What follows belongs to an exercise in optimizing a design on an open flow for small area, a short achievable clock period and few clock cycles per item; a production flow would make more cautious choices. Only simulation tests tie the RTL to the original design; equivalence was not proved. Power and IR drop assume default switching activity.

07-22:
==> flow/design.v <==
module lpc_decoder(
			input wire ACLK,
			input wire ARESET_N,
			input wire[79:0] TDATA,
			input wire TVALID,
			output wire TREADY,
			input wire EN,
			input wire TUSER,
			input wire TLAST,
			output wire[15:0] OUT_DECODED,
			output wire OUT_VALID,
			input wire OUT_READY,
			output wire OUT_LAST,
			output wire OUT_USER
		);
	integer i, j;
	reg [7:0] rm, cm;
	always @(*) begin
		for (i = 0; i < 8; i = i + 1)
			rm[i] = ^TDATA[8*i +: 8] ^ TDATA[64+i];
		for (j = 0; j < 8; j = j + 1) begin
			cm[j] = TDATA[72+j];
			for (i = 0; i < 8; i = i + 1)
				cm[j] = cm[j] ^ TDATA[8*i+j];
		end
	end
	reg [7:0] y_rm, y_cm;
	always @(posedge ACLK) begin
		y_rm <= rm;
		y_cm <= cm;
	end
	reg [7:0] rh, ch;
	reg [2:0] rn, cn;
	always @(*) begin
		for (i = 0; i < 8; i = i + 1) begin
			rh[i] = y_rm[i] & ~|(y_rm >> (i+1));
			ch[i] = y_cm[i] & ~|(y_cm >> (i+1));
		end
		rn = {|rh[7:4], |{rh[7:6], rh[3:2]}, |{rh[7], rh[5], rh[3], rh[1]}};
		cn = {|ch[7:4], |{ch[7:6], ch[3:2]}, |{ch[7], ch[5], ch[3], ch[1]}};
	end
	reg        rdy;        
	reg        r_busy;     
	reg [1:0]  k;          
	reg [63:0] r_d;
	reg        r_user, r_last;
	reg        f_v;        
	reg [2:0]  f_row, f_col;    
	reg [15:0] o_d;
	reg        o_v, o_user, o_last;
	wire acc    = rdy;                         
	wire o_free = ~o_v | OUT_READY;
	wire mv     = r_busy & o_free;             
	wire byp    = acc & o_free;                
	wire r_busy_n = acc | (mv ? ~&k : r_busy);
	wire [3:0] kh = {4{r_busy}} & {k == 2'd3, k == 2'd2, k == 2'd1, k == 2'd0};
	wire [15:0] beat   = {16{acc}} & TDATA[15:0] | {16{kh[0]}} & r_d[15:0] |
	                     {16{kh[1]}} & r_d[31:16] | {16{kh[2]}} & r_d[47:32] |
	                     {16{kh[3]}} & r_d[63:48];
	reg  [15:0] flip_y, flip_f, flip;
	always @(*) begin
		for (j = 0; j < 8; j = j + 1) begin
			flip_y[j]   = EN & rh[0] & ch[j];
			flip_y[8+j] = EN & rh[1] & ch[j];
			flip_f[j]   = f_v & (f_row == {k, 1'b0}) & (f_col == j);
			flip_f[8+j] = f_v & (f_row == {k, 1'b1}) & (f_col == j);
		end
		flip = acc ? flip_y : flip_f;
	end
	wire [15:0] beat_c = beat ^ flip;           
	always @(posedge ACLK or negedge ARESET_N) begin
		if (~ARESET_N) begin
			r_busy <= 1'b0;
			k      <= 2'd0;
			o_v    <= 1'b0;
		end else begin
			if (acc) begin
				r_busy <= 1'b1;
				k      <= {1'b0, byp};
			end else if (mv) begin
				k <= {k[1] ^ k[0], ~k[0]};
				if (&k)
					r_busy <= 1'b0;
			end
			if (byp | mv)
				o_v <= 1'b1;
			else if (OUT_READY)
				o_v <= 1'b0;
		end
	end
	always @(posedge ACLK)
		rdy <= TVALID & ~acc & ~r_busy_n;
	always @(posedge ACLK) begin
		if (acc) begin
			r_d    <= TDATA[63:0];
			r_user <= TUSER;
			r_last <= TLAST;
			f_v    <= EN & |y_rm & |y_cm;
			f_row  <= rn;
			f_col  <= cn;
		end
		if (o_free) begin
			o_d    <= {beat_c[7:0], beat_c[15:8]};
			o_user <= acc ? TUSER : kh[0] & r_user;
			o_last <= kh[3] & r_last;
		end
	end
	assign TREADY      = rdy;
	assign OUT_VALID   = o_v;
	assign OUT_DECODED = o_d;
	assign OUT_USER    = o_user;
	assign OUT_LAST    = o_last;
endmodule
Settings: LEC_CHECK=0, CAP_MARGIN=20, CORE_MARGIN=2, CORE_UTILIZATION=45, SETUP_SLACK_MARGIN=3.15, SLEW_MARGIN=20; clock period 5.0 ns.
standard.sh (not shown) runs the stock make flow with config.mk's settings and CLKGATE_MAP_FILE= SYNTH_SCRIPT=/design/flow/synth_recipe.tcl, a recipe that flattens the netlist after the stock synthesis.
==> flow/flow/run.sh <==
#!/bin/bash
# The standard layout (the standard.sh: ORFS synthesis to finish) with three
# changes: port buffers are buf_1 cells instead of the delay cells ORFS picks,
# clock tree synthesis adds no dummy loads, and it may use smaller clock buffers.
# Each make run writes its full output to a log file in this folder.
set -euo pipefail
here=$(pwd)
CTS="-sink_clustering_enable -repair_clock_nets -dont_use_dummy_load"
bash standard.sh \
  BUFFER_PORTS_ARGS="-buffer_cell sky130_fd_sc_hd__buf_1" \
  CTS_ARGS="$CTS" \
  finish > "$here/standard_make.log" 2>&1
Testbench counts of 07-22, summed over its fixed seeds: cycles 12,816, items 3,200.
--- input diff 07-22..09-01 ---
--- a/flow/config.mk
+++ b/flow/config.mk
@@ -11 +11 @@
-export SETUP_SLACK_MARGIN = 3.15
+export SETUP_SLACK_MARGIN = 3.0
## What came out
Going from 07-22 to 09-01, biggest cell delay along the critical path shrank by 0.03 ns; maximum fanout encountered on the critical timing path grew by 1; basic-gate share of the synthesized area counting and, or, nand and nor cells held steady; first-pass GRT wire length shrank by about 2.6%.
As far as clock-pin slew on the worst setup and hold paths is concerned, 07-22 and 09-01 perform about the same.
Compared 09-01 vs 07-22, and area of placed instances is down in 09-01.
09-01 — summed area of non-filler cells in the final layout 2.1% lower, 07-22 as reference
Compare 09-01 and 07-22 | global-route usage lower: 09-01
[compare] base=07-22 new=09-01: routed wire length lost 3.8%; number of non-clock buffers lost 1.

* * *

## willow
lpc_decoder, a different RTL version from the one above (not shown whole).
For scale: about 420 cells after synthesis, about 5500 um^2 of cells after synthesis.
Settings: LEC_CHECK=0, CAP_MARGIN=20, CORE_MARGIN=2, CORE_UTILIZATION=40, SETUP_SLACK_MARGIN=3.0, SLEW_MARGIN=20; clock period 5.0 ns.
==> flow/flow/run.sh <==
#!/bin/bash
# The standard layout (the standard.sh: ORFS synthesis to finish) with three
# changes: port buffers are buf_1 cells instead of the delay cells ORFS picks,
# clock tree synthesis adds no dummy loads, and it may use smaller clock buffers.
# Each make run writes its full output to a log file in this folder.
set -euo pipefail
here=$(pwd)
CTS="-sink_clustering_enable -repair_clock_nets -dont_use_dummy_load -buf_list sky130_fd_sc_hd__clkbuf_8 -root_buf sky130_fd_sc_hd__clkbuf_16"
bash standard.sh \
  BUFFER_PORTS_ARGS="-buffer_cell sky130_fd_sc_hd__buf_1" \
  CTS_ARGS="$CTS" \
  finish > "$here/standard_make.log" 2>&1
Testbench counts of willow, summed over its fixed seeds: cycles 12,816, items 3,200.
> inputs changed (willow -> ember)
Settings: changing CORE_UTILIZATION from 40 to 45.
diff --git a/flow/flow/run.sh b/flow/flow/run.sh
--- a/flow/flow/run.sh
+++ b/flow/flow/run.sh
@@ -6,5 +6,5 @@
 set -euo pipefail
 here=$(pwd)
-CTS="-sink_clustering_enable -repair_clock_nets -dont_use_dummy_load -buf_list sky130_fd_sc_hd__clkbuf_8 -root_buf sky130_fd_sc_hd__clkbuf_16"
+CTS="-sink_clustering_enable -repair_clock_nets -dont_use_dummy_load"
 bash standard.sh \
   BUFFER_PORTS_ARGS="-buffer_cell sky130_fd_sc_hd__buf_1" \
--- outcome ---
Delta (ember minus willow): final wirelength increased 410 um; first-iteration DRC count decreased 22; sequential share of cell area increased 0.38 points. Going from willow to ember, cell area after technology mapping stayed essentially flat; final critical-path setup slack rose by 0.018 ns. Compared with willow, ember shows a maximum number of pins on one net before global-route repair that is 16% lower. For ember, the slowest cell on the critical path was sky130_fd_sc_hd__edfxtp_1, unlike willow, where it was sky130_fd_sc_hd__dfxtp_4.
Edits applied to the flow inputs when going from ember to cedar:
Settings: GPL_TIMING_DRIVEN newly set to 0; CORE_UTILIZATION changed from 45 to 40.
Results
cedar: done, clean on timing, DRC and antenna. Sort ember and cedar by routed wire length asc -> top: ember. Adder and majority cell fraction of the synthesized area: ember vs cedar identical. Summary — non-clock buffer count, cedar relative to ember: higher, by 17. Changes observed in cedar relative to ember: fmax now sits lower; time the worst path needs with I/O delays and setup went up; slack of the critical path saw a decrease; total power went up. Diff ember -> cedar: flip-flop and latch share of the layout cell area fell 2.0 points; largest net degree at the start of global routing went down by 8; final standard cell count with taps included and fillers excluded climbed 46.
The inputs of juniper differ from those of cedar as listed below.
Settings: changing CORE_UTILIZATION from 40 to 55; removing GPL_TIMING_DRIVEN (formerly 0).
Notes after the runs:
- Area inside the core boundary on juniper is down relative to cedar.
- cedar has higher final cell count than juniper.
- Comparing cedar and juniper, maximum fanout along the worst path is higher on cedar.
- cedar → juniper: die outline area lower, average wire length per cell after detail routing now sits higher, peak supply drop increased by 43% relative to the old numbers.
What fjord does differently from juniper at the input level:
Settings: a change of CORE_UTILIZATION from 55 to 40; a change of SETUP_SLACK_MARGIN from 3.0 to 3.05.
Results
When fjord is set beside juniper, its signed area change from the synthesized netlist to the final layout turns out to be 4.0 points larger. fjord ends up with higher number of gates resized after cts than juniper does. Power, juniper and fjord: lower on juniper. Re number of setup buffers added after CTS: juniper was lower than fjord. Compared with juniper, fjord shows met2 track demand over resource lower by 5.6 points. Initial cell density of the core: fjord vs juniper down 15 points. In the final reports, the cell area of fjord is larger than that of juniper. Compared to juniper, fjord has share of total power in combinational logic 0.3 points lower. Comparing the two runs side by side, fjord comes out behind juniper on total length of routed wires. Relative to juniper, the filler cell count in the final layout measured on fjord has increased by more than a quarter.
### fjord -> pepper
Settings: SETUP_SLACK_MARGIN changed from 3.05 to 3.15.
Notes after the runs:
For share of total power in combinational logic, pepper and fjord come out practically identical. Wire length per cell after detailed routing in pepper is 1.5% above fjord. As far as layout multi-input combinational cell count goes, fjord and pepper are indistinguishable; the numbers are identical. Run comparison: pepper cell type of the slowest stage on the worst timing path sky130_fd_sc_hd__edfxtp_1; fjord cell type of the slowest stage on the worst timing path sky130_fd_sc_hd__dfxtp_4. The final worst setup slack on fjord is in line with that on pepper. Diff fjord -> pepper: share of total power in sequential cells increased 0.2 points, hold slack has remained practically unchanged.

## re-timing with driven ports
No port has a modelled driver above. Below, the same layouts with a new extraction and two added sets of constraints. Step 1, drivers: a clkbuf_16 drives ACLK and a buf_2 each remaining input, both assumed. Step 2 moves the port delays by t, midway between the first and last clock arrival at a register: inputs arrive t later, outputs are due t later. That takes back most of the time a late clock gives input paths. Three values: no drivers, after step 1, after step 2; two values: the first two.
| run | shift t [ns] | slack for setup (ns) | hold WS [ns] | worst setup path at the end | latest minus earliest clock arrival (ns) |
|---|---|---|---|---|---|
| 07-22 | 0.377 | 3.131 / 3.089 / 2.839 | 0.520 / 0.500 / 0.577 | input to register | 0.015 / 0.015 |
| 09-01 | 0.380 | 3.142 / 3.100 / 2.802 | 0.490 / 0.476 / 0.585 | input to register | 0.020 / 0.020 |
| willow | 0.367 | 3.090 / 3.052 / 2.836 | 0.485 / 0.470 / 0.582 | input to register | 0.009 / 0.009 |
| ember | 0.384 | 3.108 / 3.068 / 2.826 | 0.480 / 0.462 / 0.589 | input to register | 0.013 / 0.014 |
| cedar | 0.374 | 3.031 / 2.994 / 2.804 | 0.483 / 0.470 / 0.574 | input to register | 0.009 / 0.009 |
| juniper | 0.397 | 3.041 / 3.008 / 2.878 | 0.464 / 0.458 / 0.574 | input to register | 0.028 / 0.027 |
| fjord | 0.379 | 3.099 / 3.063 / 2.885 | 0.480 / 0.480 / 0.560 | input to register | 0.010 / 0.011 |
| pepper | 0.371 | 3.101 / 3.063 / 2.867 | 0.482 / 0.464 / 0.569 | input to register | 0.011 / 0.010 |
After both steps setup and hold are still met in every run listed. The setup slack of 09-01, which loses most, moves by -0.042 ns with the drivers and by -0.340 ns with both steps.
